What follows belongs to an exercise in optimizing a design on an open flow for small area and a short achievable clock period; a production flow would make more cautious choices. At most, simulation tests tie the RTL to the original design; equivalence was not proved. Function not checked in runs 1 to 3: the RTL went through the layout flow alone. No activity file was given, so power comes from the tool's default toggle rates.

### flow/run.sh
#!/bin/bash
# Standard layout; the only change is the cell used for the port buffers
# (a plain buf_2 instead of the one the resizer picks), so that the output
# and input paths are not slowed by a delay cell.
set -o pipefail
export BUFFER_PORTS_ARGS="-buffer_cell sky130_fd_sc_hd__buf_2"
bash standard.sh > standard.log 2>&1
### standard.sh
#!/bin/bash
# synth_recipe.tcl (not shown) runs the flow's synth.tcl, then flattens the netlist and writes it again
# the make line also repeats each setting of config.mk as NAME=value (left out here)
make -C /OpenROAD-flow-scripts/flow DESIGN_CONFIG=/design/flow/config.mk WORK_HOME=/design/flow/orfs CLKGATE_MAP_FILE= SYNTH_SCRIPT=/design/flow/synth_recipe.tcl "${@:-finish}"
### config.mk
export PLATFORM = sky130hd
export DESIGN_NAME = adc_to_vga
export DESIGN_NICKNAME = adc_to_vga
export VERILOG_FILES = /design/flow/design.v
export SDC_FILE = /design/flow/constraint.sdc
export NUM_CORES = 4
export LEC_CHECK = 0
export ABC_AREA = 1
export CAP_MARGIN = 50
export CORE_MARGIN = 2
export CORE_UTILIZATION = 40
export CTS_BUF_LIST = sky130_fd_sc_hd__clkbuf_8
export SLEW_MARGIN = 70
### constraint.sdc
create_clock -name core_clock -period 110.0 [get_ports {clock}]
set_input_delay 22.0000 -clock core_clock [delete_from_list [all_inputs] [get_ports {clock}]]
set_output_delay 22.0000 -clock core_clock [all_outputs]
set_load 0.01 [all_outputs]
### design.v
module ADC(clock, reset, ADC_CS_N, ADC_DIN, ADC_SCLK, ADC_DOUT, serial_parallel_data, pre_last);
	input clock, reset;
	output reg ADC_CS_N;
	output reg ADC_DIN;
	output reg ADC_SCLK;
	input ADC_DOUT;
	output reg [11:0] serial_parallel_data;
	output pre_last;
	reg [2:0] pre;
	reg [5:0] j;
	reg [11:0] buffer;
	reg [11:0] data;
	wire tick = pre[2] & pre[0];
	assign pre_last = pre[2] & ~pre[0];
	function [5:0] jstep(input [5:0] x, input ci);
		integer i;
		reg c;
		begin
			c = ci;
			for (i = 0; i < 6; i = i + 1) begin
				jstep[i] = x[i] ^ c;
				c = c & x[i];
			end
			jstep[0] = jstep[0] | c;
		end
	endfunction
	wire [5:0] j_next = jstep(j, tick);
	wire [3:0] cnt_next = j_next[5:2];
	wire quiet_next = (cnt_next == 4'd0);
	always @(posedge clock)
		if (reset) pre <= 3'd0;
		else if (pre_last) pre <= 3'd5;
		else if (tick) pre <= 3'd1;
		else pre <= pre + 3'd1;
	always @(posedge clock)
		if (reset) begin
			j <= 6'd1;
			ADC_CS_N <= 1'b1;
			ADC_SCLK <= 1'b1;
			ADC_DIN <= 1'b0;
			buffer <= 12'd0;
			data <= 12'd0;
			serial_parallel_data <= 12'd0;
		end else begin
			j <= j_next;
			if (tick) begin
			ADC_CS_N <= quiet_next;
			ADC_SCLK <= quiet_next | ~(j_next[1] ^ j_next[0]);
			ADC_DIN <= (cnt_next == 4'd1) | (cnt_next == 4'd7) | (cnt_next == 4'd8) | (cnt_next == 4'd12);
			if (j == 6'd1) begin
				data <= buffer;
				serial_parallel_data <= data;
			end
			if (j[1:0] == 2'b11 && j[5:2] != 4'd0)
				buffer <= {buffer[10:0], ADC_DOUT};
			end
		end
endmodule
module magnitude(voltage, clk, reset, pre_last, sel, cv_x, cv_t, cv_u, amp_t, amp_u, dc_offset);
input reset;
input [11:0] voltage;
input clk;
input pre_last;
input sel;
output [11:0] cv_x;
input [2:0] cv_t;
input [3:0] cv_u;
output reg [2:0] amp_t;
output reg [3:0] amp_u;
output reg [11:0] dc_offset;
reg [11:0] max;
reg [11:0] min;
reg [19:0] T;
function lt12(input [11:0] a, input [11:0] b);
	integer i;
	reg l;
	begin
		l = 1'b0;
		for (i = 0; i < 12; i = i + 1)
			l = (~a[i] & b[i]) | (~(a[i] ^ b[i]) & l);
		lt12 = l;
	end
endfunction
function [12:0] add12(input [11:0] a, input [11:0] b, input ci);
	integer i;
	reg c;
	begin
		c = ci;
		for (i = 0; i < 12; i = i + 1) begin
			add12[i] = a[i] ^ b[i] ^ c;
			c = (a[i] & b[i]) | (c & (a[i] ^ b[i]));
		end
		add12[12] = c;
	end
endfunction
localparam [19:0] T0 = 20'd1;
localparam [19:0] TPRE = 20'hA278F;
reg wend;
wire [12:0] sum = add12(max, min, 1'b0);
wire [12:0] dif = add12(max, ~min, 1'b1);
assign cv_x = sel ? dc_offset : dif[11:0];
always @(posedge clk)
if (reset) begin
	amp_t <= 3'd0;
	amp_u <= 4'd0;
	max <= 12'd0;
	min <= 12'hFFF;
	dc_offset <= 12'd0;
	T <= T0;
	wend <= 1'b0;
end else begin
	wend <= (T == TPRE);
	dc_offset <= sum[12:1];
	if (wend) begin
		amp_t <= 3'd0;
		amp_u <= 4'd0;
		max <= 12'd0;
		min <= 12'hFFF;
		T <= T0;
	end else begin
		if (~sel) begin
			amp_t <= cv_t;
			amp_u <= cv_u;
		end
		if (lt12(max, voltage)) max <= voltage;
		if (lt12(voltage, min)) min <= voltage;
		T <= {T[18:0], T[19] ^ T[16]};
	end
end
endmodule
module conv50(x, t, u);
input [11:0] x;
output [2:0] t;
output [3:0] u;
function [14:0] add15(input [14:0] a, input [14:0] b);
	integer i;
	reg c;
	begin
		c = 1'b0;
		for (i = 0; i < 15; i = i + 1) begin
			add15[i] = a[i] ^ b[i] ^ c;
			c = (a[i] & b[i]) | (c & (a[i] ^ b[i]));
		end
	end
endfunction
wire [14:0] p = add15({1'b0, x, 2'b0}, {3'b0, x});
wire [14:0] q = add15({1'b0, p[11:0], 2'b0}, {3'b0, p[11:0]});
assign t = p[14:12];
assign u = q[14:11];
endmodule
module frequency(clk, reset, data, mean, f_th, f_h, f_t, f_u);
	input clk;
	input reset;
	input [11:0] mean;
	input [11:0] data;
	output [2:0] f_th;
	output [3:0] f_h, f_t, f_u;
	reg [1:0] mode;
	reg [16:0] e;
	reg [4:0] aux;
	reg [16:0] R;
	reg [4:0] s;
	reg [14:0] Q;
	reg [14:0] fout;
	assign f_th = fout[14:12];
	assign f_h = fout[11:8];
	assign f_t = fout[7:4];
	assign f_u = fout[3:0];
	function lt12(input [11:0] a, input [11:0] b);
		integer i;
		reg l;
		begin
			l = 1'b0;
			for (i = 0; i < 12; i = i + 1)
				l = (~a[i] & b[i]) | (~(a[i] ^ b[i]) & l);
			lt12 = l;
		end
	endfunction
	function [17:0] inc17(input [16:0] x, input ci);
		integer i;
		reg c;
		begin
			c = ci;
			for (i = 0; i < 17; i = i + 1) begin
				inc17[i] = x[i] ^ c;
				c = c & x[i];
			end
			inc17[17] = c;
		end
	endfunction
	function [18:0] sub18(input [17:0] a, input [17:0] b);
		integer i;
		reg c;
		begin
			c = 1'b0;
			for (i = 0; i < 18; i = i + 1) begin
				sub18[i] = a[i] ^ ~b[i] ^ c;
				c = (a[i] & ~b[i]) | (c & (a[i] ^ ~b[i]));
			end
			sub18[18] = c;
		end
	endfunction
	wire lt = lt12(data, mean);
	wire eq = (data == mean);
	wire gt = ~lt & ~eq;
	wire xing = gt & ~mode[0];
	wire inc = (lt & ~mode[1]) | (gt & mode[0]);
	wire sat = e[16] & e[15] & ~e[14] & e[13];
	wire busy = ~(s[4] & s[0]);    
	wire last = s[4] & ~s[0];
	wire [17:0] e1x = inc17(e, ~busy & inc & ~sat);
	wire [16:0] e1 = e1x[16:0];
	wire [17:0] a1x = inc17({12'd0, aux}, inc);
	wire [4:0] aux1 = a1x[4:0];
	reg nb;
	always @(*) begin
		case (s)
			5'd0, 5'd1, 5'd6, 5'd7, 5'd9, 5'd11: nb = 1'b1;
			default: nb = 1'b0;
		endcase
	end
	wire [17:0] rs = {R, nb};
	wire [18:0] dfx = sub18(rs, {1'b0, e});
	wire [17:0] df = dfx[17:0];
	wire ge = dfx[18];
	function [3:0] adj(input [3:0] d);
		case (d)
			4'd5: adj = 4'd8;
			4'd6: adj = 4'd9;
			4'd7: adj = 4'd10;
			4'd8: adj = 4'd11;
			4'd9: adj = 4'd12;
			default: adj = d;
		endcase
	endfunction
	wire [3:0] au = adj(Q[3:0]);
	wire [3:0] at = adj(Q[7:4]);
	wire [3:0] ah = adj(Q[11:8]);
	wire [14:0] Qn = {Q[13:12], ah[3], ah[2:0], at[3], at[2:0], au[3], au[2:0], ge};
	wire qstep = (s >= 5'd5);
	always @(posedge clk) begin
		if (reset) begin
			mode <= 2'b00;
			e <= 17'h1FFFF;
			s <= 5'd17;
			Q <= 15'd0;
			fout <= 15'd0;
		end else begin
			if (xing) begin
				fout <= Q;
				Q <= 15'd0;
				R <= 17'd0;
				s <= 5'd0;
				aux <= 5'd0;
				mode <= 2'b11;
			end else begin
				if (gt & mode == 2'b11) mode <= 2'b01;
				if (lt & mode == 2'b01) mode <= 2'b00;
				R <= ge ? df[16:0] : rs[16:0];    
				if (busy) begin
					if (qstep) Q <= Qn;
					s <= s + 5'd1;   
					aux <= aux1;
					if (last) e <= {12'd0, aux1};
				end
				if (~last) e <= e1;
			end
		end
	end
endmodule
module hvsync_generator(
    input clk,
    input reset,
    output en,
    output reg vga_h_sync,
    output reg vga_v_sync,
    output reg vga_blank,
    output reg [9:0] CounterX,
    output reg [8:0] CounterY
  );
    reg b;
    assign en = b;
    function [9:0] inc10(input [9:0] x, input ci);
      integer i;
      reg c;
      begin
        c = ci;
        for (i = 0; i < 10; i = i + 1) begin
          inc10[i] = x[i] ^ c;
          c = c & x[i];
        end
      end
    endfunction
    wire wrap = b & (CounterX == 10'd800);
    wire [9:0] xn = inc10(CounterX, b);
    wire [9:0] yn = inc10({1'b0, CounterY}, wrap);
    wire hs_n = ~((CounterX > 10'd656) && (CounterX < 10'd752));
    wire vs_n = ~(CounterY == 9'd491);
    always @(posedge clk)
    if (reset) begin
      b <= 1'b1;
      CounterX <= 10'd0;
      CounterY <= 9'd0;
    end else begin
      b <= ~b;
      CounterX <= wrap ? 10'd0 : xn;
      CounterY <= yn[8:0];
    end
    always @(posedge clk)
    if (reset) begin
      vga_h_sync <= 1'b1;
      vga_v_sync <= 1'b1;
      vga_blank <= 1'b1;
    end else if (b) begin
      vga_h_sync <= hs_n;
      vga_v_sync <= vs_n;
      vga_blank <= hs_n & vs_n;
    end
endmodule
module vga(vpp_t, vpp_u, off_t, off_u, sel, f_th, f_h, f_t, f_u, clk, reset, vga_h_sync, vga_v_sync, vga_R, vga_G, vga_B, vga_clk, vga_blank, vga_sync);
input clk;
input reset;
input [2:0] vpp_t;
input [3:0] vpp_u;
input [2:0] off_t;
input [3:0] off_u;
output sel;
input [2:0] f_th;
input [3:0] f_h, f_t, f_u;
output vga_h_sync, vga_v_sync, vga_clk, vga_blank, vga_sync;
output [7:0] vga_R, vga_G, vga_B;
wire [9:0] X;
wire [8:0] Y;
reg clk_25;
reg r_q, g_q;
wire pix_en;
wire blank;
always @(posedge clk)
	if (reset) clk_25 <= 1'b0;
	else clk_25 <= ~clk_25;
hvsync_generator sync_gen(.clk(clk), .reset(reset), .en(pix_en), .vga_h_sync(vga_h_sync), .vga_v_sync(vga_v_sync),
                            .vga_blank(blank), .CounterX(X), .CounterY(Y));
assign sel = (X >= 10'd240) && (X < 10'd320);
wire y40 = (Y == 9'd41) || (Y == 9'd80) || (Y == 9'd120) || (Y == 9'd160) || (Y == 9'd200) || (Y == 9'd240) ||
           (Y == 9'd280) || (Y == 9'd320) || (Y == 9'd360) || (Y == 9'd400) || (Y == 9'd439);
wire x40 = (X == 10'd42) || (X == 10'd81) || (X == 10'd121) || (X == 10'd161) || (X == 10'd201) || (X == 10'd241) ||
           (X == 10'd281) || (X == 10'd321) || (X == 10'd361) || (X == 10'd401) || (X == 10'd441) || (X == 10'd481) ||
           (X == 10'd521) || (X == 10'd561) || (X == 10'd601);
wire yellow = ((X == 10'd42) && (((Y >= 9'd41) && (Y <= 9'd430)) || (Y == 9'd439))) ||
              ((Y == 9'd439) && (X >= 10'd52) && (X <= 10'd601));
wire gonly = ((X >= 10'd43) && (X <= 10'd51) && y40) ||
             ((Y >= 9'd431) && (Y <= 9'd438) && x40);
reg box;
wire colL = (X == 10'd79) || (X == 10'd98) || (X == 10'd158) || (X == 10'd177) || (X == 10'd247) || (X == 10'd268) ||
            (X == 10'd399) || (X == 10'd413) || (X == 10'd428) || (X == 10'd444) || (X == 10'd458);
wire colRb = (X == 10'd108) || (X == 10'd168) || (X == 10'd187) || (X == 10'd257) || (X == 10'd278) ||
            (X == 10'd410) || (X == 10'd425) || (X == 10'd440) || (X == 10'd456) || (X == 10'd470);
wire colR = colRb || (X == 10'd90);
wire isL = colL, isR = colR;
wire inH = box & ~colRb;
always @(posedge clk)
	if (reset) box <= 1'b0;
	else if (pix_en) box <= colL | (box & ~colR);
reg [3:0] dg;
reg qf, qm;
always @(*) begin
	dg = 4'd0; qf = 1'b0; qm = 1'b0;
	if (X < 10'd96) dg = {1'b0, vpp_t};
	else if (X < 10'd128) dg = vpp_u;
	else if (X < 10'd240) dg = 4'd0;
	else if (X < 10'd264) dg = {1'b0, off_t};
	else if (X < 10'd320) begin dg = off_u; qf = 1'b1; end
	else if (X < 10'd412) dg = 4'd0;
	else if (X < 10'd427) begin dg = {1'b0, f_th}; qm = 1'b1; end
	else if (X < 10'd442) dg = f_h;
	else if (X < 10'd457) dg = f_t;
	else dg = f_u;
end
reg [6:0] sg;
always @(*) begin
	case (dg)
		4'd0: sg = 7'b1111110;
		4'd1: sg = 7'b0110000;
		4'd2: sg = 7'b1101101;
		4'd3: sg = qf ? 7'b1110011 : 7'b1111001;
		4'd4: sg = qm ? 7'b0110101 : 7'b0110011;
		4'd5: sg = 7'b1011011;
		4'd6: sg = 7'b1011111;
		4'd7: sg = 7'b1110000;
		4'd8: sg = 7'b1111111;
		default: sg = 7'b1111011;
	endcase
end
wire yup = (Y >= 9'd450) && (Y <= 9'd459);
wire ylo = (Y >= 9'd460) && (Y <= 9'd470);
wire dp = ((Y == 9'd469) || (Y == 9'd470)) &&
          (((X == 10'd94) || (X == 10'd95)) || ((X == 10'd171) || (X == 10'd172)) || ((X == 10'd261) || (X == 10'd262)));
wire seg = (inH && (Y == 9'd450) && sg[6]) || (isR && yup && sg[5]) || (isR && ylo && sg[4]) ||
           (inH && (Y == 9'd470) && sg[3]) || (isL && ylo && sg[2]) || (isL && yup && sg[1]) ||
           (inH && (Y == 9'd460) && sg[0]) || dp;
always @(posedge clk)
	if (reset) begin
		r_q <= 1'b0;
		g_q <= 1'b0;
	end else if (pix_en) begin
		r_q <= seg | yellow;
		g_q <= yellow | gonly;
	end
assign vga_R = {8{r_q}};
assign vga_G = {8{g_q}};
assign vga_B = 8'h00;
assign vga_blank = blank;
assign vga_sync = blank;
assign vga_clk = clk_25;
endmodule
module adc_to_vga(clock, reset, ADC_CS_N, ADC_DIN, ADC_SCLK, ADC_DOUT, vga_R, vga_G,
vga_B, vga_clk, vga_blank, vga_sync, vga_h_sync, vga_v_sync);
	output [7:0] vga_R, vga_G, vga_B;
	output wire vga_clk, vga_blank, vga_sync, vga_h_sync, vga_v_sync;
	input clock, reset;
	output wire ADC_CS_N;
	output wire ADC_DIN;
	output wire ADC_SCLK;
	input ADC_DOUT;
	wire [11:0] serial_parallel_data;
	wire pre_last;
	wire [2:0] amp_t;
	wire [3:0] amp_u;
	wire [11:0] signal_offset;
	wire sel;
	wire [11:0] cv_x;
	wire [2:0] cv_t;
	wire [3:0] cv_u;
	wire [2:0] f_th;
	wire [3:0] f_h, f_t, f_u;
ADC system_1(.clock(clock), .reset(reset), .ADC_CS_N(ADC_CS_N), .ADC_DIN(ADC_DIN), .ADC_SCLK(ADC_SCLK), .ADC_DOUT(ADC_DOUT),
	.serial_parallel_data(serial_parallel_data), .pre_last(pre_last));
magnitude system_2(.voltage(serial_parallel_data), .clk(clock), .reset(reset), .pre_last(pre_last), .sel(sel), .cv_x(cv_x), .cv_t(cv_t), .cv_u(cv_u),
	.amp_t(amp_t), .amp_u(amp_u), .dc_offset(signal_offset));
conv50 cv(.x(cv_x), .t(cv_t), .u(cv_u));
frequency system_3(.clk(clock), .reset(reset), .data(serial_parallel_data), .mean(signal_offset),
	.f_th(f_th), .f_h(f_h), .f_t(f_t), .f_u(f_u));
vga system_4(.vpp_t(amp_t), .vpp_u(amp_u), .off_t(cv_t), .off_u(cv_u), .sel(sel), .f_th(f_th), .f_h(f_h), .f_t(f_t), .f_u(f_u),
	.clk(clock), .reset(reset), .vga_h_sync(vga_h_sync), .vga_v_sync(vga_v_sync),
	.vga_R(vga_R), .vga_G(vga_G), .vga_B(vga_B), .vga_clk(vga_clk), .vga_blank(vga_blank), .vga_sync(vga_sync));
endmodule
==> impl_metrics.env, run 1 <==
export IMPL_status="finished clean"
export IMPL_crit_fanout=9
export IMPL_yosys_area_top_type_share=0.304
export IMPL_stdcell_count=2115
export IMPL_fp_dieW_microns=182
export IMPL_num_vias=10300
export IMPL_port_buffers=26
export IMPL_yosysTopAreaCell="dfxtp_1"
export IMPL_postRouteAntennaNets=0
export IMPL_synth_common_cells="inv_1 (296), nand2_1 (276), dfxtp_1 (193)"
export IMPL_gr_total_overflow=0
export IMPL_min_period_over_period=0.211
export IMPL_core_area_sq_mm=0.0315
export IMPL_place_ws_ns=86.65
export IMPL_power_density_mw_per_mm2=26.9
export IMPL_netlist_instances=1678
export IMPL_grt_max_degree=65
export IMPL_globalplace_congestion=0.897
export IMPL_crit_required_ns=88.00
export IMPL_path_buf_inv=1
export IMPL_critPathSlowestCell="dfxtp_1"
export IMPL_critPathMaxStageDelay_ns=0.47
export IMPL_cts_resized=0
export IMPL_yosysWarningCount=6
export IMPL_ir_drop_v=0.0000236
export IMPL_dpl_cell_count=2043
export IMPL_synthArstFlopShare=0
export IMPL_htree_levels=2
export IMPL_numCtsBuffers=40
export IMPL_dpl_cell_area_sq_mm=0.0131
export IMPL_post_cts_buffers=0
export IMPL_grt_total_usage=0.167
export IMPL_dpl_hpwl_mm=19.7
export IMPL_max_freq_ghz=0.0431
export IMPL_syn_area_sq_mm=0.0127
export IMPL_fin_skew_ns=0.0301
export IMPL_synth_edf_count=22
export IMPL_cp_arrival_ns=1.19
export IMPL_ys_seq_area_frac=0.356
export IMPL_drive_gt1_frac=0.0928
export IMPL_final_setup_worst_slack_ns=86.81
export IMPL_yosysMostFrequentCell="inv_1"
export IMPL_crit_path_end_kind="output port"
export IMPL_die_height_microns=182
export IMPL_postCtsHoldBufs=0
export IMPL_critical_path_startpoint_type="register"
export IMPL_critical_path_top_delay_family="flip-flops"
export IMPL_finalSetupViolations=0
export IMPL_drc_errors=0
export IMPL_drv_cap=0
export IMPL_routed_wirelength_mm=27.1
export IMPL_ios=35
export IMPL_cts_sinks=215
export IMPL_clkTransAtPathRegs_ns=0.06
export IMPL_post_drt_wl_per_cell_microns=12.8
export IMPL_hold_viol=0
export IMPL_ys_ff_latch=215
export IMPL_worst_skew_pair_late_latency_ns=0.55
export IMPL_antenna_found_initial=0
export IMPL_grt_pass1_vias=9807
export IMPL_drt_pass1_iter_count=5
export IMPL_cts_buffer_depth=3
export IMPL_avgSynthCellArea_sq_um=7.58
export IMPL_tns_ns=0
export IMPL_p_leak_nw=6.34
export IMPL_n_antenna_cell=0
export IMPL_final_cell_area_sq_mm=0.0139
export IMPL_crit_type="reg2out"
export IMPL_drv_slew=0
export IMPL_period_needed_ns=23.19
export IMPL_crit_chain="buf_2"
export IMPL_rsz0062_at_grt="false"
export IMPL_tritoncts="built"
export IMPL_syn_to_final_growth_pct=9.53
export IMPL_synth_area_leaders="dfxtp_1 (30%), ha_1 (9.8%), inv_1 (8.7%)"
export IMPL_synthDistinctLibCells=52
export IMPL_vias_per_cell=4.87
export IMPL_nets=1834
export IMPL_dieArea_sq_mm=0.0333
export IMPL_fill_cells=3167
export IMPL_grt_pass1_wl_mm=46.4
export IMPL_root_buffer="clkbuf_8"
export IMPL_first_iter_violations=566
export IMPL_ys_flop_type="dfxtp_1"
export IMPL_hold_slack_ns=0.397
export IMPL_hold_class="reg2reg"
export IMPL_num_rows=65
export IMPL_start_util=0.404
==> placed cells by master, fill, tap and decap left out, types with 5 or more instances in the layout <==
master      n
inv_1     297
nand2_1   271
dfxtp_1   192
nor2_1    180
ha_1      100
a21oi_1    94
nand3_1    88
o21ai_0    88
clkbuf_8   49
fa_1       47
o211ai_1   33
buf_2      28
a211oi_1   27
nand4_1    25
edfxtp_1   22
o21ai_1    15
inv_2      15
nor3_1     13
nand2_2    12
clkinv_1   12
or2_2      11
conb_1      8
nor2_2      7
clkinv_2    7
nor4_1      5
==> flip-flops by register name, indices dropped and copies added, names as in the netlist, 2 cells and up <==
name                           count
system_1.buffer                   12
system_1.data                     12
system_1.j                         6
system_1.pre                       3
system_1.serial_parallel_data     12
system_2.T                        20
system_2.amp_t                     3
system_2.amp_u                     4
system_2.dc_offset                12
system_2.max                      12
system_2.min                      12
system_3.Q                        15
system_3.R                        17
system_3.aux                       5
system_3.e                        17
system_3.fout                     15
system_3.mode                      2
system_3.s                         5
system_4.sync_gen.CounterX        10
system_4.sync_gen.CounterY         9
==> per-stage QoR <==
step / total power [W] / utilization
after floorplan: 0.000249 / -
after global placement: 0.000290 / 0.414
after detailed placement: 0.000301 / 0.417
after CTS: 0.000378 / 0.442
after global routing: 0.000417 / 0.443
final: 0.000375 / 0.443
==> final timing paths <==
kind / end / from / depth (start not counted) / slack, ns
min reg2reg: system_4.clk_25$_SDFF_PP0_ / system_4.clk_25$_SDFF_PP0_ / 1 / 0.40
min: system_4.clk_25$_SDFF_PP0_ / system_4.clk_25$_SDFF_PP0_ / 1 / 0.40
max: vga_R[2] / system_4.r_q$_SDFFE_PP0P_ / 1 / 86.81
max reg2reg: system_4.r_q$_SDFFE_PP0P_ / system_4.sync_gen.CounterX[5]$_SDFF_PP0_ / 39 / 101.41
==> area by class of cell <==
cell class,count,area (sq um),area share
clock inverter,22,106,0.00763
multi-input combinational,1076,6700,0.481
inverter,313,1180,0.0846
timing repair buffer,38,248,0.0178
sequential,215,4530,0.325
tap,402,503,0.0361
clock buffer,49,674,0.0484
==> cells by family after synthesis <==
family                   Yosys count  synth area share
other                              1          0.000295
AO/OA/AOI/OAI                    288             0.133
adder cells (fa/ha/maj)          147             0.172
buffers and inverters            394             0.124
flip-flops                       215             0.356
XOR/XNOR                           8           0.00551
AND/OR/NAND/NOR                  625             0.209
==> metal layers <==
| metal | vias to the layer above | GRT usage | wire (microns) |
|---|---|---|---|
| met5 | - | 0 | 0 |
| met1 | 4680 | 0.228 | 13400 |
| met2 | 186 | 0.267 | 11800 |
| met4 | 0 | 0.0506 | 595 |
| met3 | 45 | 0.0337 | 1290 |
| li1 | 5386 | - | - |
==> where the power goes <==
group | internal [W] | switching, W | total (W)
Sequential | 0.0000993 | 0.0000106 | 0.000110
Clock | 0.0000405 | 0.0000349 | 0.0000754
Combinational | 0.0000749 | 0.000115 | 0.000190
Total | 0.000215 | 0.000160 | 0.000375
==> run 2, diff against run 1 <==
--- a/config.mk
+++ b/config.mk
@@ -12,2 +12,4 @@
 export CTS_BUF_LIST = sky130_fd_sc_hd__clkbuf_8
+export CTS_CLUSTER_DIAMETER = 60
+export CTS_CLUSTER_SIZE = 25
 export SLEW_MARGIN = 70
==> run 2 against run 1 <==
  * Still clean
  * Clock skew increased by 0.010 ns
  * Clock-buffer cell count is 26 lower
  * Cell count fell by 1.4%
  * Maximum frequency barely moved
  * Sequential cell count is the same
  * Via count fell by 1.5%
  * Combinational power about the same
  * Largest cell class unchanged
  * Highest routed layer unchanged
==> impl_metrics.env, run 2 <==
export IMPL_status="finished clean"
export IMPL_synthMuxAreaShare=0
export IMPL_synthSimpleGateAreaFrac=0.209
export IMPL_grt_max_degree=65
export IMPL_root_buffer="clkbuf_8"
export IMPL_worst_skew_pair_late_latency_ns=0.57
export IMPL_synthArstFlopShare=0
export IMPL_post_cts_buffers=0
export IMPL_num_vias=10100
export IMPL_drc_errors=0
export IMPL_clkTransAtPathRegs_ns=0.11
export IMPL_tns_ns=0
export IMPL_crit_required_ns=88.00
export IMPL_dieArea_sq_mm=0.0333
export IMPL_antenna_found_initial=0
export IMPL_finalSetupViolations=0
export IMPL_drt_pass1_iter_count=5
export IMPL_crit_chain="buf_2"
export IMPL_cts_resized=0
export IMPL_yosysMostFrequentCell="inv_1"
export IMPL_top_regs="system_2.T: 20 flops, system_3.R: 17 flops, system_3.e: 17 flops"
export IMPL_n_antenna_cell=0
export IMPL_vias_per_cell=4.86
export IMPL_synthXorXnorAreaFrac=0.00551
export IMPL_syn_area_sq_mm=0.0127
export IMPL_synth_area_leaders="dfxtp_1 (30%), ha_1 (9.8%), inv_1 (8.7%)"
export IMPL_first_iter_violations=633
export IMPL_power_density_mw_per_mm2=26.2
export IMPL_tritoncts="built"
export IMPL_crit_fanout=9
export IMPL_globalplace_congestion=0.897
export IMPL_ys_seq_area_frac=0.356
export IMPL_hold_viol=0
export IMPL_port_buffers=26
export IMPL_grt_pass1_vias=9631
export IMPL_synth_top_family_by_area="simple AND/OR/NAND/NOR gates"
export IMPL_p_leak_nw=6.16
export IMPL_dpl_hpwl_mm=19.7
export IMPL_rsz0062_at_grt="false"
export IMPL_synth_edf_count=22
export IMPL_ir_drop_v=0.0000237
export IMPL_drv_cap=0
export IMPL_largest_register="system_2.T"
export IMPL_core_area_sq_mm=0.0315
export IMPL_gr_total_overflow=0
export IMPL_htree_levels=1
export IMPL_crit_path_end_kind="output port"
export IMPL_numCtsBuffers=23
export IMPL_cts_buffer_depth=3
export IMPL_fp_dieW_microns=182
export IMPL_routed_wirelength_mm=26.6
export IMPL_netlist_instances=1678
export IMPL_min_period_over_period=0.211
export IMPL_path_buf_inv=1
export IMPL_yosysWarningCount=6
export IMPL_critPathMaxStageDelay_ns=0.47
export IMPL_grt_pass1_wl_mm=45.7
export IMPL_synth_common_cells="inv_1 (296), nand2_1 (276), dfxtp_1 (193)"
export IMPL_yosys_area_top_type_share=0.304
export IMPL_synthDistinctLibCells=52
export IMPL_avgSynthCellArea_sq_um=7.58
export IMPL_grt_total_usage=0.163
export IMPL_critPathSlowestCell="dfxtp_1"
export IMPL_start_util=0.404
export IMPL_drv_slew=0
export IMPL_final_cell_mix="inv_1 (289), nand2_1 (271), dfxtp_1 (192)"
export IMPL_ys_flop_type="dfxtp_1"
export IMPL_postRouteAntennaNets=0
export IMPL_postCtsHoldBufs=0
export IMPL_mostFrequentLayoutCell="inv_1"
export IMPL_yosysTopAreaCell="dfxtp_1"
export IMPL_drive_gt1_frac=0.0849
export IMPL_critical_path_startpoint_type="register"
export IMPL_nets=1817
export IMPL_critical_path_top_delay_family="flip-flops"
export IMPL_num_rows=65
export IMPL_syn_to_final_growth_pct=7.40
export IMPL_cp_arrival_ns=1.20
export IMPL_fin_skew_ns=0.0406
export IMPL_crit_type="reg2out"
export IMPL_finish_utilization=0.434
export IMPL_period_needed_ns=23.20
export IMPL_hold_class="reg2reg"
export IMPL_die_height_microns=182
export IMPL_synth_compound_area_frac=0.133
export IMPL_largest_reg_flops=20
export IMPL_ios=35
export IMPL_cts_sinks=215
export IMPL_max_freq_ghz=0.0431
export IMPL_ys_ff_latch=215
export IMPL_synthAdderAreaFrac=0.172
export IMPL_post_drt_wl_per_cell_microns=12.7
-- run 2: cell counts after synthesis --
No cell type changed its count.
-- run 2: cell families after synthesis --
| kind of cell | Yosys count |
|---|---|
| other | 1 |
| xor gates and xnor gates | 8 |
| buffers and inverters | 394 |
| AOI/OAI and AO/OA | 288 |
| adders and majority gates | 147 |
| DFF | 215 |
| and+or+nand+nor | 625 |
-- run 2: layer usage --
layer,GRT usage,up-vias,share of wire
li1,-,5337,-
met1,0.227,4583,0.50
met2,0.266,186,0.44
met3,0.0253,37,0.049
met4,0.0413,0,0.019
met5,0,-,0
-- run 2: metrics by stage --
step / hold WS (ns) / setup WS [ns] / total power, W / instance area, sq um / std cells
global placement: 0.390 / 86.46 / 0.000290 / 13000 / 2039
CTS: 0.408 / 86.74 / 0.000360 / 13600 / 2085
finish: 0.406 / 86.80 / 0.000357 / 13700 / 2086
global route: 0.442 / 86.70 / 0.000398 / 13700 / 2086
floorplan: 0.408 / 86.44 / 0.000249 / 12800 / 1685
detailed placement: 0.392 / 86.65 / 0.000301 / 13100 / 2043
-- run 2: final cells by class --
class	count	area (sq um)
clock buffer	23	317
clock inverter	19	194
fill	3170	17800
inverter	313	1180
multi-input combinational	1076	6700
sequential	215	4530
tap	402	503
timing repair buffer	38	248
-- run 2: power by group --
part | internal, W | leakage (nW) | switching, W
Sequential | 0.0000991 | 1.80 | 0.0000106
Clock | 0.0000229 | 0.257 | 0.0000350
Combinational | 0.0000749 | 4.10 | 0.000115
-- run 2: worst paths after layout --
path | startpoint | end | slack (ns) | depth (start not counted)
worst min register to register | system_4.clk_25$_SDFF_PP0_ | system_4.clk_25$_SDFF_PP0_ | 0.41 | 1
worst max register to register | system_4.sync_gen.CounterX[5]$_SDFF_PP0_ | system_4.r_q$_SDFFE_PP0P_ | 101.40 | 39
worst min-delay path | system_4.clk_25$_SDFF_PP0_ | system_4.clk_25$_SDFF_PP0_ | 0.41 | 1
worst max-delay path | system_4.r_q$_SDFFE_PP0P_ | vga_R[2] | 86.80 | 1
==> run 3, diff against run 2 <==
--- a/design.v
+++ b/design.v
@@ -100,3 +100,3 @@
 wire [12:0] dif = add12(max, ~min, 1'b1);
-assign cv_x = sel ? dc_offset : dif[11:0];
+assign cv_x = sel ? sum[12:1] : dif[11:0];
 always @(posedge clk)
@@ -113,5 +113,10 @@
 	dc_offset <= sum[12:1];
-	if (wend) begin
+	if (wend & ~sel) begin
 		amp_t <= 3'd0;
 		amp_u <= 4'd0;
+	end else begin
+		amp_t <= cv_t;
+		amp_u <= cv_u;
+	end
+	if (wend) begin
 		max <= 12'd0;
@@ -120,6 +125,2 @@
 	end else begin
-		if (~sel) begin
-			amp_t <= cv_t;
-			amp_u <= cv_u;
-		end
 		if (lt12(max, voltage)) max <= voltage;
@@ -319,3 +320,3 @@
 endmodule
-module vga(vpp_t, vpp_u, off_t, off_u, sel, f_th, f_h, f_t, f_u, clk, reset, vga_h_sync, vga_v_sync, vga_R, vga_G, vga_B, vga_clk, vga_blank, vga_sync);
+module vga(vpp_t, vpp_u, sel, f_th, f_h, f_t, f_u, clk, reset, vga_h_sync, vga_v_sync, vga_R, vga_G, vga_B, vga_clk, vga_blank, vga_sync);
 input clk;
@@ -324,4 +325,2 @@
 input [3:0] vpp_u;
-input [2:0] off_t;
-input [3:0] off_u;
 output sel;
@@ -370,4 +369,4 @@
 	else if (X < 10'd240) dg = 4'd0;
-	else if (X < 10'd264) dg = {1'b0, off_t};
-	else if (X < 10'd320) begin dg = off_u; qf = 1'b1; end
+	else if (X < 10'd264) dg = {1'b0, vpp_t};
+	else if (X < 10'd320) begin dg = vpp_u; qf = 1'b1; end
 	else if (X < 10'd412) dg = 4'd0;
@@ -442,3 +441,3 @@
 	.f_th(f_th), .f_h(f_h), .f_t(f_t), .f_u(f_u));
-vga system_4(.vpp_t(amp_t), .vpp_u(amp_u), .off_t(cv_t), .off_u(cv_u), .sel(sel), .f_th(f_th), .f_h(f_h), .f_t(f_t), .f_u(f_u),
+vga system_4(.vpp_t(amp_t), .vpp_u(amp_u), .sel(sel), .f_th(f_th), .f_h(f_h), .f_t(f_t), .f_u(f_u),
 	.clk(clock), .reset(reset), .vga_h_sync(vga_h_sync), .vga_v_sync(vga_v_sync),
--- a/config.mk
+++ b/config.mk
@@ -11,5 +11,2 @@
 export CORE_UTILIZATION = 40
-export CTS_BUF_LIST = sky130_fd_sc_hd__clkbuf_8
-export CTS_CLUSTER_DIAMETER = 60
-export CTS_CLUSTER_SIZE = 25
 export SLEW_MARGIN = 70
==> run 3 against run 2 <==
  * Via count is 1.2% higher
  * Utilization is 1.1 points higher
  * Sequential share of layout area is 0.74 points lower
  * Final area is 2.3% higher
  * Area after synthesis is 0.50% lower
  * Sequential cell count stayed put
  * Still clean on timing, DRC and antenna
  * Worst hold slack better by 0.018 ns
  * Global-route usage is 0.69 points higher
==> impl_metrics.env, run 3 <==
export IMPL_drc_errors=0
export IMPL_rsz0062_at_grt="false"
export IMPL_seqPwrFrac=0.298
export IMPL_synthSimpleGateAreaFrac=0.219
export IMPL_first_iter_violations=576
export IMPL_postCtsHoldBufs=0
export IMPL_grt_max_degree=73
export IMPL_cts_resized=0
export IMPL_stdcell_count=2062
export IMPL_core_area_sq_mm=0.0314
export IMPL_ir_drop_v=0.0000144
export IMPL_critPathSlowestCell="dfxtp_1"
export IMPL_power_density_mw_per_mm2=26.1
export IMPL_numCtsBuffers=25
export IMPL_syn_to_final_growth_pct=10.4
export IMPL_p_leak_nw=6.35
export IMPL_port_buffers=26
export IMPL_final_cell_mix="inv_1 (268), nand2_1 (236), nor2_1 (197)"
export IMPL_n_antenna_cell=0
export IMPL_routed_wirelength_mm=27.3
export IMPL_drt_pass1_iter_count=5
export IMPL_hold_path_cell_count=2
export IMPL_grt_pass1_wl_mm=47.5
export IMPL_hold_class="reg2reg"
export IMPL_p_total_w=0.000365
export IMPL_tritoncts="built"
export IMPL_dpl_hpwl_mm=19.6
export IMPL_htree_levels=1
export IMPL_status="finished clean"
export IMPL_clkTransAtPathRegs_ns=0.06
export IMPL_start_util=0.403
export IMPL_ff2ff_path_depth=27
export IMPL_synthXorXnorAreaFrac=0.00553
export IMPL_path_buf_inv=1
export IMPL_switching_share=0.397
export IMPL_synth_area_leaders="dfxtp_1 (31%), ha_1 (9.9%), inv_1 (8.2%)"
export IMPL_tns_ns=0
export IMPL_cp_arrival_ns=1.19
export IMPL_post_drt_wl_per_cell_microns=13.2
export IMPL_register_area_sq_mm=0.00453
export IMPL_top_regs="system_2.T: 20 flops, system_3.R: 17 flops, system_3.e: 17 flops"
export IMPL_antenna_found_initial=0
export IMPL_vias_per_cell=4.98
export IMPL_critical_path_top_delay_family="flip-flops"
export IMPL_netlist_instances=1648
export IMPL_hold_slack_ns=0.424
export IMPL_synthAdderAreaFrac=0.173
export IMPL_ys_flop_type="dfxtp_1"
export IMPL_period_needed_ns=23.19
export IMPL_yosysWarningCount=6
export IMPL_globalplace_congestion=0.884
export IMPL_synth_top_family_by_area="simple AND/OR/NAND/NOR gates"
export IMPL_largest_register="system_2.T"
export IMPL_largest_reg_flops=20
export IMPL_p_int_w=0.000220
export IMPL_ys_seq_area_frac=0.357
export IMPL_dieArea_sq_mm=0.0331
export IMPL_mostFrequentLayoutCell="inv_1"
export IMPL_p_comb_frac=0.472
export IMPL_drive_gt1_frac=0.0976
export IMPL_cts_sinks=215
export IMPL_post_cts_buffers=0
export IMPL_finalSetupViolations=0
export IMPL_critPathMaxStageDelay_ns=0.48
export IMPL_final_cell_area_sq_mm=0.0140
export IMPL_crit_path_end_kind="output port"
export IMPL_synthMuxAreaShare=0
export IMPL_cts_buffer_depth=3
export IMPL_nets=1792
export IMPL_postRouteAntennaNets=0
export IMPL_critical_path_startpoint_type="register"
export IMPL_syn_area_sq_mm=0.0127
export IMPL_multiInputGateArea_sq_mm=0.00673
export IMPL_num_rows=65
export IMPL_yosys_area_top_type_share=0.305
export IMPL_fp_dieW_microns=182
export IMPL_hold_viol=0
export IMPL_synthArstFlopShare=0
export IMPL_gr_total_overflow=0
export IMPL_root_buffer="clkbuf_16"
export IMPL_grt_pass1_vias=9886
export IMPL_dpl_cell_area_sq_mm=0.0131
export IMPL_crit_type="reg2out"
export IMPL_worst_skew_pair_late_latency_ns=0.53
export IMPL_crit_fanout=9
export IMPL_synthDistinctLibCells=55
export IMPL_drv_cap=0
export IMPL_p_clk_frac=0.229
export IMPL_grt_total_usage=0.170
export IMPL_drv_slew=0
export IMPL_synth_common_cells="inv_1 (278), nand2_1 (242), nor2_1 (199)"
export IMPL_synth_compound_area_frac=0.126
export IMPL_dpl_cell_count=2016
export IMPL_max_freq_ghz=0.0431
export IMPL_path_depth=1
export IMPL_crit_chain="buf_2"
export IMPL_yosysTopAreaCell="dfxtp_1"
export IMPL_num_vias=10300
export IMPL_synth_edf_count=22
export IMPL_power_switching_w=0.000145
export IMPL_die_height_microns=182
export IMPL_fin_skew_ns=0.0130
export IMPL_crit_required_ns=88.00
export IMPL_ys_ff_latch=215
export IMPL_avgSynthCellArea_sq_um=7.68
export IMPL_yosysMostFrequentCell="inv_1"
export IMPL_ios=35
export IMPL_min_period_over_period=0.211
export IMPL_fill_cells=3130
-- run 3: cell count changes after synthesis, moves of 6 or more --
cell / change
a211oi_1: -24
a21oi_1: -15
inv_1: -18
nand2_1: -34
nand3_1: +12
nor2_1: +16
nor3_1: -6
o21ai_0: +20
-- run 3: cell families (layout without fill, tap and decap cells) --
family | Yosys count | count (layout)
simple gates | 632 | 632
xor+xnor | 8 | 8
flops | 215 | 215
other cells | 1 | 8
buf+inv | 373 | 378
fa+ha+maj | 147 | 147
compound gates | 272 | 272
-- run 3: area by class of cell --
class | instances | share of cell area
Sequential cell | 215 | 0.324
Clock inverter | 11 | 0.00779
Timing Repair Buffer | 38 | 0.0189
Tap cell | 402 | 0.0360
Multi-Input combinational cell | 1067 | 0.481
Clock buffer | 34 | 0.0522
Inverter | 295 | 0.0802
-- run 3: per-layer routing --
metal  vias up  track usage  share of wire
met1      4717        0.229           0.48
met4         0       0.0510          0.028
li1       5305            -              -
met5         -            0              0
met3        54       0.0215          0.034
met2       193        0.286           0.46
-- run 3: power by group through the flow --
stage / logic (W) / clock network, W / registers [W]
floorplan: 0.000139 / 0 / 0.000108
global placement: 0.000166 / 0 / 0.000110
detailed placement: 0.000172 / 0 / 0.000110
CTS: 0.000174 / 0.0000861 / 0.000109
global route: 0.000209 / 0.0000889 / 0.000111
finish: 0.000173 / 0.0000838 / 0.000109
-- run 3: metrics by stage --
step	setup slack (ns)	utilization
2_1_floorplan	86.40	-
3_3_place_gp	85.59	0.413
3_5_place_dp	86.29	0.417
4_1_cts	86.74	0.444
5_1_grt	86.66	0.445
6_report	86.81	0.445
-- run 3: worst register-to-register path, stage by stage, from the launching register on --
cell and delay (ns):
dfxtp_1 0.44, ha_1 0.26, o31ai_1 0.10, o21ai_0 0.22, ha_1 0.22, fa_1 0.17, inv_1 0.05, fa_1 0.44
fa_1 0.47, fa_1 0.48, fa_1 0.48, fa_1 0.47, fa_1 0.47, fa_1 0.46, fa_1 0.45, fa_1 0.40
fa_1 0.39, fa_1 0.39, fa_1 0.39, fa_1 0.39, fa_1 0.37, inv_1 0.07, fa_1 0.15, nor2_1 0.10
inv_4 0.26, nand2_1 0.11, o211ai_1 0.10, inv_1 0.06
-- run 3: final timing paths --
path,startpoint,endpoint,slack [ns]
max,system_4.r_q$_SDFFE_PP0P_,vga_R[4],86.81
min,system_2.T[15]$_SDFF_PP0_,system_2.T[16]$_SDFF_PP0_,0.42
max reg2reg,system_3.s[0]$_SDFFE_PP1N_,system_3.R[10]$_SDFFCE_PP0N_,101.37
min reg2reg,system_2.T[15]$_SDFF_PP0_,system_2.T[16]$_SDFF_PP0_,0.42
==> run 4, diff against run 3 <==
--- a/design.v
+++ b/design.v
@@ -242,2 +242,11 @@
 	always @(posedge clk) begin
+		if (xing) begin
+			R <= 17'd0;
+			aux <= 5'd0;
+		end else begin
+			R <= ge ? df[16:0] : rs[16:0];
+			aux <= aux1;
+		end
+	end
+	always @(posedge clk) begin
 		if (reset) begin
@@ -252,5 +261,3 @@
 				Q <= 15'd0;
-				R <= 17'd0;
 				s <= 5'd0;
-				aux <= 5'd0;
 				mode <= 2'b11;
@@ -259,3 +266,2 @@
 				if (lt & mode == 2'b01) mode <= 2'b00;
-				R <= ge ? df[16:0] : rs[16:0];    
 				if (busy) begin
@@ -263,3 +269,2 @@
 					s <= s + 5'd1;   
-					aux <= aux1;
 					if (last) e <= {12'd0, aux1};
--- a/config.mk
+++ b/config.mk
@@ -11,2 +11,5 @@
 export CORE_UTILIZATION = 40
+export CTS_BUF_LIST = sky130_fd_sc_hd__clkbuf_8
+export CTS_CLUSTER_DIAMETER = 50
+export CTS_CLUSTER_SIZE = 20
 export SLEW_MARGIN = 70
==> run 4 against run 3 <==
  * Still clean
  * Sequential cell count did not move
  * Clock-buffer cell count fell by 5
  * Non-clock buffer count fell by 2
  * Maximum frequency barely moved
  * Cell count rose by 1.7%
  * Synthesized cell count rose by 2.3%
  * Setup slack got worse by 0.0018 ns
  * Sequential share of layout area fell by 0.71 points
  * Register-to-register slack improved by 0.50 ns
  * Global-route usage fell by 0.75 points
  * Wire length fell by 2.8%
==> impl_metrics.env, run 4 <==
export IMPL_status="finished clean"
export IMPL_synthArstFlopShare=0
export IMPL_tritoncts="built"
export IMPL_crit_type="reg2out"
export IMPL_period_needed_ns=23.19
export IMPL_cts_resized=0
export IMPL_critical_path_top_delay_family="flip-flops"
export IMPL_final_cell_mix="nand2_1 (275), inv_1 (275), dfxtp_1 (213)"
export IMPL_synth_compound_area_frac=0.121
export IMPL_synth_edf_count=0
export IMPL_ios=35
export IMPL_path_buf_inv=1
export IMPL_htree_levels=1
export IMPL_drive_gt1_frac=0.0958
export IMPL_ys_flop_type="dfxtp_1"
export IMPL_postRouteAntennaNets=0
export IMPL_hold_viol=0
export IMPL_postCtsHoldBufs=0
export IMPL_synth_top_family_by_area="simple AND/OR/NAND/NOR gates"
export IMPL_num_rows=64
export IMPL_die_height_microns=181
export IMPL_critical_path_startpoint_type="register"
export IMPL_vias_per_cell=4.86
export IMPL_drv_cap=0
export IMPL_ys_seq_area_frac=0.345
export IMPL_gr_total_overflow=0
export IMPL_tns_ns=0
export IMPL_yosysMostFrequentCell="inv_1"
export IMPL_post_cts_buffers=0
export IMPL_crit_chain="buf_2"
export IMPL_ys_ff_latch=215
export IMPL_finalSetupViolations=0
export IMPL_core_area_sq_mm=0.0307
export IMPL_synthXorXnorAreaFrac=0.00561
export IMPL_antenna_found_initial=0
export IMPL_num_vias=10200
export IMPL_worst_skew_pair_late_latency_ns=0.60
export IMPL_synthSimpleGateAreaFrac=0.230
export IMPL_synth_area_leaders="dfxtp_1 (34%), ha_1 (10%), inv_1 (8.5%)"
export IMPL_cp_arrival_ns=1.19
export IMPL_numCtsBuffers=28
export IMPL_post_drt_wl_per_cell_microns=12.6
export IMPL_crit_fanout=9
export IMPL_crit_required_ns=88.00
export IMPL_critPathMaxStageDelay_ns=0.45
export IMPL_syn_to_final_growth_pct=8.98
export IMPL_root_buffer="clkbuf_8"
export IMPL_fp_dieW_microns=181
export IMPL_port_buffers=26
export IMPL_synthDistinctLibCells=50
export IMPL_crit_path_end_kind="output port"
export IMPL_yosysTopAreaCell="dfxtp_1"
export IMPL_grt_max_degree=79
export IMPL_max_freq_ghz=0.0431
export IMPL_yosysWarningCount=6
export IMPL_drc_errors=0
export IMPL_synthMuxAreaShare=0.000902
export IMPL_cts_buffer_depth=3
export IMPL_synthAdderAreaFrac=0.176
export IMPL_power_density_mw_per_mm2=24.2
export IMPL_first_iter_violations=496
export IMPL_largest_register="system_2.T"
export IMPL_hold_class="reg2reg"
export IMPL_nets=1829
export IMPL_synth_common_cells="inv_1 (283), nand2_1 (281), dfxtp_1 (215)"
export IMPL_grt_pass1_wl_mm=45.6
export IMPL_fin_skew_ns=0.0381
export IMPL_yosys_area_top_type_share=0.345
export IMPL_cts_sinks=215
export IMPL_finish_utilization=0.443
export IMPL_p_leak_nw=6.26
export IMPL_grt_total_usage=0.163
export IMPL_syn_area_sq_mm=0.0125
export IMPL_critPathSlowestCell="dfxtp_1"
export IMPL_start_util=0.407
export IMPL_clkTransAtPathRegs_ns=0.09
export IMPL_globalplace_congestion=0.880
export IMPL_rsz0062_at_grt="false"
export IMPL_largest_reg_flops=20
export IMPL_min_period_over_period=0.211
export IMPL_avgSynthCellArea_sq_um=7.40
export IMPL_ir_drop_v=0.0000172
export IMPL_netlist_instances=1686
export IMPL_routed_wirelength_mm=26.5
export IMPL_r2r_slack_ns=101.87
export IMPL_n_antenna_cell=0
export IMPL_dpl_hpwl_mm=19.3
export IMPL_grt_pass1_vias=9632
export IMPL_drv_slew=0
export IMPL_drt_pass1_iter_count=5
export IMPL_top_regs="system_2.T: 20 flops, system_3.R: 17 flops, system_3.e: 17 flops"
export IMPL_dieArea_sq_mm=0.0326
==> run 4: layout make-up <==
class                      count  area [sq um]
fill                        3105         17100
multi-input combinational   1101          6750
sequential                   215          4310
inverter                     297          1120
tap                          396           495
clock buffer                  29           399
clock inverter                23           287
timing repair buffer          36           245
==> run 4: kinds of logic after synthesis <==
family,count (synthesis)
xor+xnor,8
buf+inv,377
compound gates,271
other cells,1
simple gates,666
fa+ha+maj,147
mux,1
flops,215
==> run 4: path summary, 6_finish.rpt <==
check	startpoint	endpoint	cells after the start
worst max-delay path	system_4.r_q$_SDFFE_PP0P_	vga_R[2]	1
worst min-delay path	system_4.clk_25$_SDFF_PP0_	system_4.clk_25$_SDFF_PP0_	1
worst max register to register	system_3.s[0]$_SDFFE_PP1P_	system_3.R[0]$_SDFF_PP0_	27
worst min register to register	system_4.clk_25$_SDFF_PP0_	system_4.clk_25$_SDFF_PP0_	1
==> run 4: metrics by stage <==
step	setup slack [ns]	cell area, sq um	std cells	power, W	hold WS, ns
global route	86.71	13600	2097	0.000368	0.433
global placement	86.16	12800	2042	0.000252	0.389
floorplan	86.98	12500	1693	0.000224	0.408
detailed placement	86.70	12900	2043	0.000260	0.395
finish	86.81	13600	2097	0.000329	0.410
CTS	86.75	13500	2095	0.000332	0.409
==> run 4: layer usage <==
metal | part of all wire | global-route usage | up-vias
met5 | 0 | 0 | -
met4 | 0.020 | 0.0429 | 0
met3 | 0.039 | 0.0218 | 39
met2 | 0.46 | 0.276 | 186
met1 | 0.48 | 0.217 | 4629
li1 | - | - | 5327
==> run 4: where the power goes <==
| part | internal (W) | switching (W) | leakage, nW |
|---|---|---|---|
| clock | 0.0000326 | 0.0000373 | 0.328 |
| sequential | 0.0000923 | 0.00000897 | 1.76 |
| combinational | 0.0000634 | 0.0000946 | 4.18 |
==> run 5, diff against run 4 <==
--- a/config.mk
+++ b/config.mk
@@ -10,3 +10,3 @@
 export CORE_MARGIN = 2
-export CORE_UTILIZATION = 40
+export CORE_UTILIZATION = 65
 export CTS_BUF_LIST = sky130_fd_sc_hd__clkbuf_8
==> run 5 against run 4 <==
  * Total power is 2.5% lower
  * Synthesized cell count stayed put
  * Die area is 38% lower
  * Sequential cell count stayed put
  * Wire length is 2.1% lower
  * Critical endpoint is now vga_R[1]
  * Largest cell class unchanged
  * Highest routed layer unchanged
==> impl_metrics.env, run 5 <==
export IMPL_status="finished clean"
export IMPL_stdcell_count=1923
export IMPL_postCtsHoldBufs=0
export IMPL_first_iter_violations=700
export IMPL_yosysTopAreaCell="dfxtp_1"
export IMPL_synth_area_leaders="dfxtp_1 (34%), ha_1 (10%), inv_1 (8.5%)"
export IMPL_min_to="system_4.clk_25$_SDFF_PP0_"
export IMPL_synthArstFlopShare=0
export IMPL_seqPwrFrac=0.316
export IMPL_power_density_mw_per_mm2=24.2
export IMPL_worst_skew_pair_late_latency_ns=0.58
export IMPL_path_buf_inv=1
export IMPL_cts_resized=0
export IMPL_dpl_hpwl_mm=19.3
export IMPL_drv_cap=0
export IMPL_avgSynthCellArea_sq_um=7.40
export IMPL_netlist_instances=1686
export IMPL_hp_start="system_4.clk_25$_SDFF_PP0_"
export IMPL_synth_common_cells="inv_1 (283), nand2_1 (281), dfxtp_1 (215)"
export IMPL_nets=1822
export IMPL_r2r_slack_ns=101.65
export IMPL_ys_seq_area_frac=0.345
export IMPL_fill_cells=1593
export IMPL_htree_levels=1
export IMPL_n_antenna_cell=0
export IMPL_power_switching_w=0.000138
export IMPL_critPathMaxStageDelay_ns=0.47
export IMPL_crit_type="reg2out"
export IMPL_p_int_w=0.000183
export IMPL_critical_path_startpoint_type="register"
export IMPL_crit_path_end_kind="output port"
export IMPL_drt_pass1_iter_count=6
export IMPL_ys_flop_type="dfxtp_1"
export IMPL_cp_arrival_ns=1.22
export IMPL_post_cts_buffers=0
export IMPL_syn_to_final_growth_pct=6.16
export IMPL_regToRegEndpoint="system_3.R[0]$_SDFF_PP0_"
export IMPL_mostFrequentLayoutCell="inv_1"
export IMPL_drive_gt1_frac=0.0900
export IMPL_grt_max_degree=74
export IMPL_max_freq_ghz=0.0431
export IMPL_p_leak_nw=6.22
export IMPL_min_period_over_period=0.211
export IMPL_hold_class="reg2reg"
export IMPL_crit_fanout=9
export IMPL_gr_total_overflow=0
export IMPL_die_height_microns=143
export IMPL_num_vias=10200
export IMPL_syn_area_sq_mm=0.0125
export IMPL_synth_edf_count=0
export IMPL_tns_ns=0
export IMPL_switching_share=0.429
export IMPL_core_area_sq_mm=0.0188
export IMPL_grt_pass1_wl_mm=44.8
export IMPL_largest_register="system_2.T"
export IMPL_ys_ff_latch=215
export IMPL_clkTransAtPathRegs_ns=0.08
export IMPL_routed_wirelength_mm=25.9
export IMPL_p_comb_frac=0.490
export IMPL_r2r_start="system_3.s[0]$_SDFFE_PP1P_"
export IMPL_synthDistinctLibCells=50
export IMPL_largest_reg_flops=20
export IMPL_ff2ff_path_depth=28
export IMPL_crit_required_ns=88.00
export IMPL_yosys_area_top_type_share=0.345
export IMPL_start_util=0.665
export IMPL_period_needed_ns=23.22
export IMPL_crit_chain="buf_2"
export IMPL_hold_viol=0
export IMPL_cts_sinks=215
export IMPL_vias_per_cell=5.31
export IMPL_grt_pass1_vias=9812
export IMPL_root_buffer="clkbuf_8"
export IMPL_finalSetupViolations=0
export IMPL_ios=35
export IMPL_fp_dieW_microns=143
export IMPL_ir_drop_v=0.0000162
export IMPL_post_drt_wl_per_cell_microns=13.5
export IMPL_dieArea_sq_mm=0.0203
export IMPL_grt_total_usage=0.265
export IMPL_yosysMostFrequentCell="inv_1"
export IMPL_globalplace_congestion=0.948
export IMPL_p_clk_frac=0.194
export IMPL_tritoncts="built"
export IMPL_top_regs="system_2.T: 20 flops, system_3.R: 17 flops, system_3.e: 17 flops"
export IMPL_critical_path_top_delay_family="flip-flops"
export IMPL_drc_errors=0
export IMPL_postRouteAntennaNets=0
export IMPL_cts_buffer_depth=3
export IMPL_num_rows=50
export IMPL_drv_slew=0
export IMPL_yosysWarningCount=6
export IMPL_dpl_cell_count=1880
export IMPL_hold_path_cell_count=1
export IMPL_fin_skew_ns=0.0396
export IMPL_antenna_found_initial=0
export IMPL_rsz0062_at_grt="false"
export IMPL_numCtsBuffers=24
export IMPL_final_cell_mix="inv_1 (277), nand2_1 (275), dfxtp_1 (213)"
export IMPL_port_buffers=26
export IMPL_critPathSlowestCell="dfxtp_1"
==> run 5: layer usage <==
layer,share of wire,vias up,GRT usage
met4,0.031,0,0.0865
met5,0,-,0
met1,0.46,4651,0.350
met2,0.47,183,0.452
met3,0.036,63,0.0350
li1,-,5312,-
==> run 5: worst max-delay path by stage <==
stage | to | cells after the start | startpoint | slack, ns
after detailed placement | system_2.amp_u[2]$_SDFF_PP0_ | 6 | reset | 86.49
after floorplan | system_3.e[0]$_SDFFE_PP1P_ | 5 | reset | 86.98
after CTS | vga_R[1] | 1 | system_4.r_q$_SDFFE_PP0P_ | 86.74
after global routing | vga_R[3] | 1 | system_4.r_q$_SDFFE_PP0P_ | 86.70
final | vga_R[1] | 1 | system_4.r_q$_SDFFE_PP0P_ | 86.78
after global placement | system_2.amp_u[3]$_SDFF_PP0_ | 6 | reset | 86.15
==> run 5: final cells by class <==
class / instances / area (sq um) / share of cell area
Sequential cell: 215 / 4310 / 0.325
Clock buffer: 26 / 358 / 0.0270
Multi-Input combinational cell: 1101 / 6760 / 0.510
Inverter: 297 / 1120 / 0.0846
Timing Repair Buffer: 33 / 198 / 0.0149
Clock inverter: 17 / 218 / 0.0164
Tap cell: 234 / 293 / 0.0221
==> run 5: power groups by stage <==
stage | sequential (W) | combinational (W) | clock [W]
after global routing | 0.000103 | 0.000185 | 0.0000667
after floorplan | 0.000101 | 0.000123 | 0
after global placement | 0.000103 | 0.000148 | 0
after CTS | 0.000101 | 0.000159 | 0.0000637
final | 0.000101 | 0.000157 | 0.0000622
after detailed placement | 0.000103 | 0.000158 | 0
==> run 5: per-stage QoR <==
step	hold slack [ns]	cell area [sq um]	power [W]	utilization	worst slack (ns)
floorplan	0.408	12500	0.000224	-	86.98
global placement	0.390	12600	0.000250	0.670	86.15
detailed placement	0.393	12700	0.000261	0.674	86.49
CTS	0.406	13200	0.000324	0.705	86.74
global route	0.420	13200	0.000355	0.706	86.70
finish	0.401	13200	0.000321	0.706	86.78
==> run 5: worst register-to-register path, delay by kind of cell (launching register included) <==
family | cells | cell delay [ns]
buffers and inverters | 5 | 0.53
DFF | 1 | 0.44
AOI/OAI and AO/OA | 2 | 0.33
adders and majority gates | 18 | 6.55
muxes | 1 | 0.28
and+or+nand+nor | 2 | 0.14
==> run 5: logic make-up (layout without fill, tap and decap cells) <==
| logic type | after synthesis | count (layout) | share of synthesized area |
|---|---|---|---|
| AOI/OAI and AO/OA | 271 | 271 | 0.121 |
| xor gates and xnor gates | 8 | 8 | 0.00561 |
| adders and majority gates | 147 | 147 | 0.176 |
| buffers and inverters | 377 | 373 | 0.121 |
| DFF | 215 | 215 | 0.345 |
| muxes | 1 | 1 | 0.000902 |
| other | 1 | 8 | 0.000300 |
| and+or+nand+nor | 666 | 666 | 0.230 |
==> run 6, diff against run 5 <==
--- a/config.mk
+++ b/config.mk
@@ -10,3 +10,3 @@
 export CORE_MARGIN = 2
-export CORE_UTILIZATION = 65
+export CORE_UTILIZATION = 80
 export CTS_BUF_LIST = sky130_fd_sc_hd__clkbuf_8
==> run 6 against run 5 <==
  * Setup slack improved by 0.027 ns
  * Clock power down 4.8%
  * Cell count shrank 2.6%
  * Via count up 8.9%
  * Global-route usage grew 9.7 points
  * Synthesized cell count is the same
  * Sequential cell count unchanged
  * Wire length rose by 15%
  * Utilization increased by 16 points
  * Maximum frequency rose by 0.12%
  * Final area shrank 0.65%
  * Worst hold slack better by 0.0079 ns
  * Largest cell class unchanged
  * Largest power group unchanged
==> impl_metrics.env, run 6 <==
export IMPL_status="finished clean"
export IMPL_tritoncts="built"
export IMPL_p_int_w=0.000183
export IMPL_routed_wirelength_mm=29.8
export IMPL_grt_total_usage=0.362
export IMPL_cp_arrival_ns=1.19
export IMPL_post_drt_wl_per_cell_microns=15.9
export IMPL_switching_share=0.445
export IMPL_dpl_cell_count=1834
export IMPL_yosys_area_top_type_share=0.345
export IMPL_min_period_over_period=0.211
export IMPL_netlist_instances=1686
export IMPL_synth_common_cells="inv_1 (283), nand2_1 (281), dfxtp_1 (215)"
export IMPL_synth_edf_count=0
export IMPL_yosysTopAreaCell="dfxtp_1"
export IMPL_tns_ns=0
export IMPL_yosysMostFrequentCell="inv_1"
export IMPL_path_buf_inv=1
export IMPL_synthMuxAreaShare=0.000902
export IMPL_yosysWarningCount=6
export IMPL_fin_skew_ns=0.0231
export IMPL_ys_seq_area_frac=0.345
export IMPL_synthAdderAreaFrac=0.176
export IMPL_avgSynthCellArea_sq_um=7.40
export IMPL_worst_skew_pair_late_latency_ns=0.54
export IMPL_globalplace_congestion=0.916
export IMPL_crit_fanout=9
export IMPL_grt_pass1_wl_mm=49.4
export IMPL_final_setup_worst_slack_ns=86.81
export IMPL_postCtsHoldBufs=0
export IMPL_ys_ff_latch=215
export IMPL_largest_reg_flops=20
export IMPL_die_height_microns=129
export IMPL_largest_register="system_2.T"
export IMPL_synthDistinctLibCells=50
export IMPL_critPathMaxStageDelay_ns=0.47
export IMPL_post_cts_buffers=0
export IMPL_finalSetupViolations=0
export IMPL_critPathSlowestCell="dfxtp_1"
export IMPL_stdcell_count=1873
export IMPL_p_clk_frac=0.180
export IMPL_htree_levels=1
export IMPL_seqPwrFrac=0.311
export IMPL_cts_resized=0
export IMPL_postRouteAntennaNets=0
export IMPL_clkTransAtPathRegs_ns=0.10
export IMPL_crit_chain="buf_2"
export IMPL_place_ws_ns=86.47
export IMPL_fp_dieW_microns=129
export IMPL_core_area_sq_mm=0.0152
export IMPL_critical_path_startpoint_type="register"
export IMPL_hold_slack_ns=0.409
export IMPL_crit_type="reg2out"
export IMPL_p_total_w=0.000329
export IMPL_p_leak_nw=6.19
export IMPL_ys_flop_type="dfxtp_1"
export IMPL_synth_compound_area_frac=0.121
export IMPL_drive_gt1_frac=0.0884
export IMPL_ir_drop_v=0.0000235
export IMPL_antenna_found_initial=0
export IMPL_syn_area_sq_mm=0.0125
export IMPL_ios=35
export IMPL_synth_area_leaders="dfxtp_1 (34%), ha_1 (10%), inv_1 (8.5%)"
export IMPL_crit_path_end_kind="output port"
export IMPL_num_rows=45
export IMPL_gr_total_overflow=0
export IMPL_top_regs="system_2.T: 20 flops, system_3.R: 17 flops, system_3.e: 17 flops"
export IMPL_first_iter_violations=1141
export IMPL_drv_cap=0
export IMPL_crit_required_ns=88.00
export IMPL_max_freq_ghz=0.0431
export IMPL_hold_viol=0
export IMPL_dpl_hpwl_mm=20.4
export IMPL_drv_slew=0
export IMPL_rsz0062_at_grt="false"
export IMPL_numCtsBuffers=21
export IMPL_num_vias=11100
export IMPL_cts_sinks=215
export IMPL_n_antenna_cell=0
export IMPL_dieArea_sq_mm=0.0166
export IMPL_power_switching_w=0.000146
export IMPL_port_buffers=26
export IMPL_hold_class="reg2reg"
export IMPL_grt_pass1_vias=10900
export IMPL_drt_pass1_iter_count=7
export IMPL_p_comb_frac=0.510
export IMPL_critical_path_top_delay_family="flip-flops"
export IMPL_syn_to_final_growth_pct=5.46
export IMPL_nets=1820
export IMPL_cts_buffer_depth=3
export IMPL_synthSimpleGateAreaFrac=0.230
export IMPL_root_buffer="clkbuf_8"
export IMPL_grt_max_degree=79
export IMPL_final_cell_mix="nand2_1 (275), inv_1 (275), dfxtp_1 (213)"
export IMPL_synthArstFlopShare=0
export IMPL_start_util=0.821
export IMPL_synthXorXnorAreaFrac=0.00561
export IMPL_vias_per_cell=5.94
export IMPL_power_density_mw_per_mm2=25.0
export IMPL_period_needed_ns=23.19
export IMPL_drc_errors=0
export IMPL_synth_top_family_by_area="simple AND/OR/NAND/NOR gates"
## run 6: changes by cell type in the layout (fill, tap and decap cells not counted), moves of 2 or more
cell	change
inv_6	+4
clkinv_2	-4
inv_1	-2
clkinv_8	-2
o21ai_1	+2
clkbuf_8	-2
## run 6: logic make-up (layout without fill, tap and decap cells)
logic type | after synthesis | in the layout
AO/OA/AOI/OAI | 271 | 271
XOR/XNOR | 8 | 8
adder cells (fa/ha/maj) | 147 | 147
buffers and inverters | 377 | 369
flip-flops | 215 | 215
multiplexers | 1 | 1
other | 1 | 8
AND/OR/NAND/NOR | 666 | 666
## run 6: power by group through the flow
stage          combinational (W)  clock [W]  sequential [W]
6_report                0.000168  0.0000592        0.000102
5_1_grt                 0.000194  0.0000623        0.000104
4_1_cts                 0.000165  0.0000590        0.000102
3_5_place_dp            0.000163          0        0.000103
2_1_floorplan           0.000123          0        0.000101
3_3_place_gp            0.000144          0        0.000102
## run 6: path summary, 6_finish.rpt
kind                                   start                    endpoint  slack [ns]  cells after the start
setup / recovery   system_4.r_q$_SDFFE_PP0P_                    vga_R[5]       86.81                      1
hold / removal    system_4.clk_25$_SDFF_PP0_  system_4.clk_25$_SDFF_PP0_        0.41                      1
setup reg to reg  system_3.s[0]$_SDFFE_PP1P_    system_3.R[0]$_SDFF_PP0_      101.69                     27
hold reg to reg   system_4.clk_25$_SDFF_PP0_  system_4.clk_25$_SDFF_PP0_        0.41                      1
## run 6: layout make-up
| type | instances | area, sq um |
|---|---|---|
| clock buffer | 24 | 330 |
| tap | 188 | 235 |
| multi-input combinational | 1101 | 6760 |
| timing repair buffer | 34 | 221 |
| inverter | 297 | 1120 |
| fill | 802 | 2040 |
| clock inverter | 14 | 189 |
| sequential | 215 | 4310 |
## run 6: metal layers
| metal | vias up | GRT usage | part of all wire |
|---|---|---|---|
| met2 | 532 | 0.658 | 0.50 |
| met1 | 5157 | 0.429 | 0.40 |
| met5 | - | 0 | 0 |
| met4 | 0 | 0.151 | 0.042 |
| met3 | 125 | 0.0528 | 0.058 |
| li1 | 5307 | - | - |
## run 6: per-stage QoR
step                cell area [sq um]  utilization
finish                          13200        0.866
detailed placement              12600        0.828
CTS                             13100        0.863
global route                    13200        0.866
global placement                12500        0.824
floorplan                       12500            -

## what the ideal ports hide
No port has a modelled driver above. Below, the same layouts with a new extraction and two added sets of constraints.
Step 1 assumes that a clkbuf_16 drives the clock port and a buf_2 every other input.
Step 2 adds t to the input delays and takes it off the output delays; t is the mean of the earliest and latest rising clock arrival at the registers after step 1. Input paths then give back, and output paths get back, about the clock's delay inside the block.
a / b / c = ideal ports / drivers / drivers and shift; a / b = the first two.
run	t (ns)	slack for setup (ns)	worst hold slack (ns)	worst setup path at the end
run 1	0.583	86.805 / 86.760 / 86.635	0.397 / 0.397 / 0.397	input to register
run 2	0.592	86.801 / 86.758 / 86.670	0.406 / 0.406 / 0.406	input to register
run 3	0.573	86.807 / 86.754 / 86.303	0.424 / 0.424 / 0.424	input to register
run 4	0.621	86.805 / 86.764 / 86.873	0.410 / 0.410 / 0.410	input to register
run 5	0.603	86.782 / 86.742 / 86.337	0.401 / 0.401 / 0.401	input to register
run 6	0.573	86.810 / 86.768 / 86.563	0.409 / 0.409 / 0.409	input to register
After both steps every run listed still meets setup and hold. For run 3, which loses most, drivers alone change the setup slack by -0.053 ns; drivers and shift together by -0.504 ns.
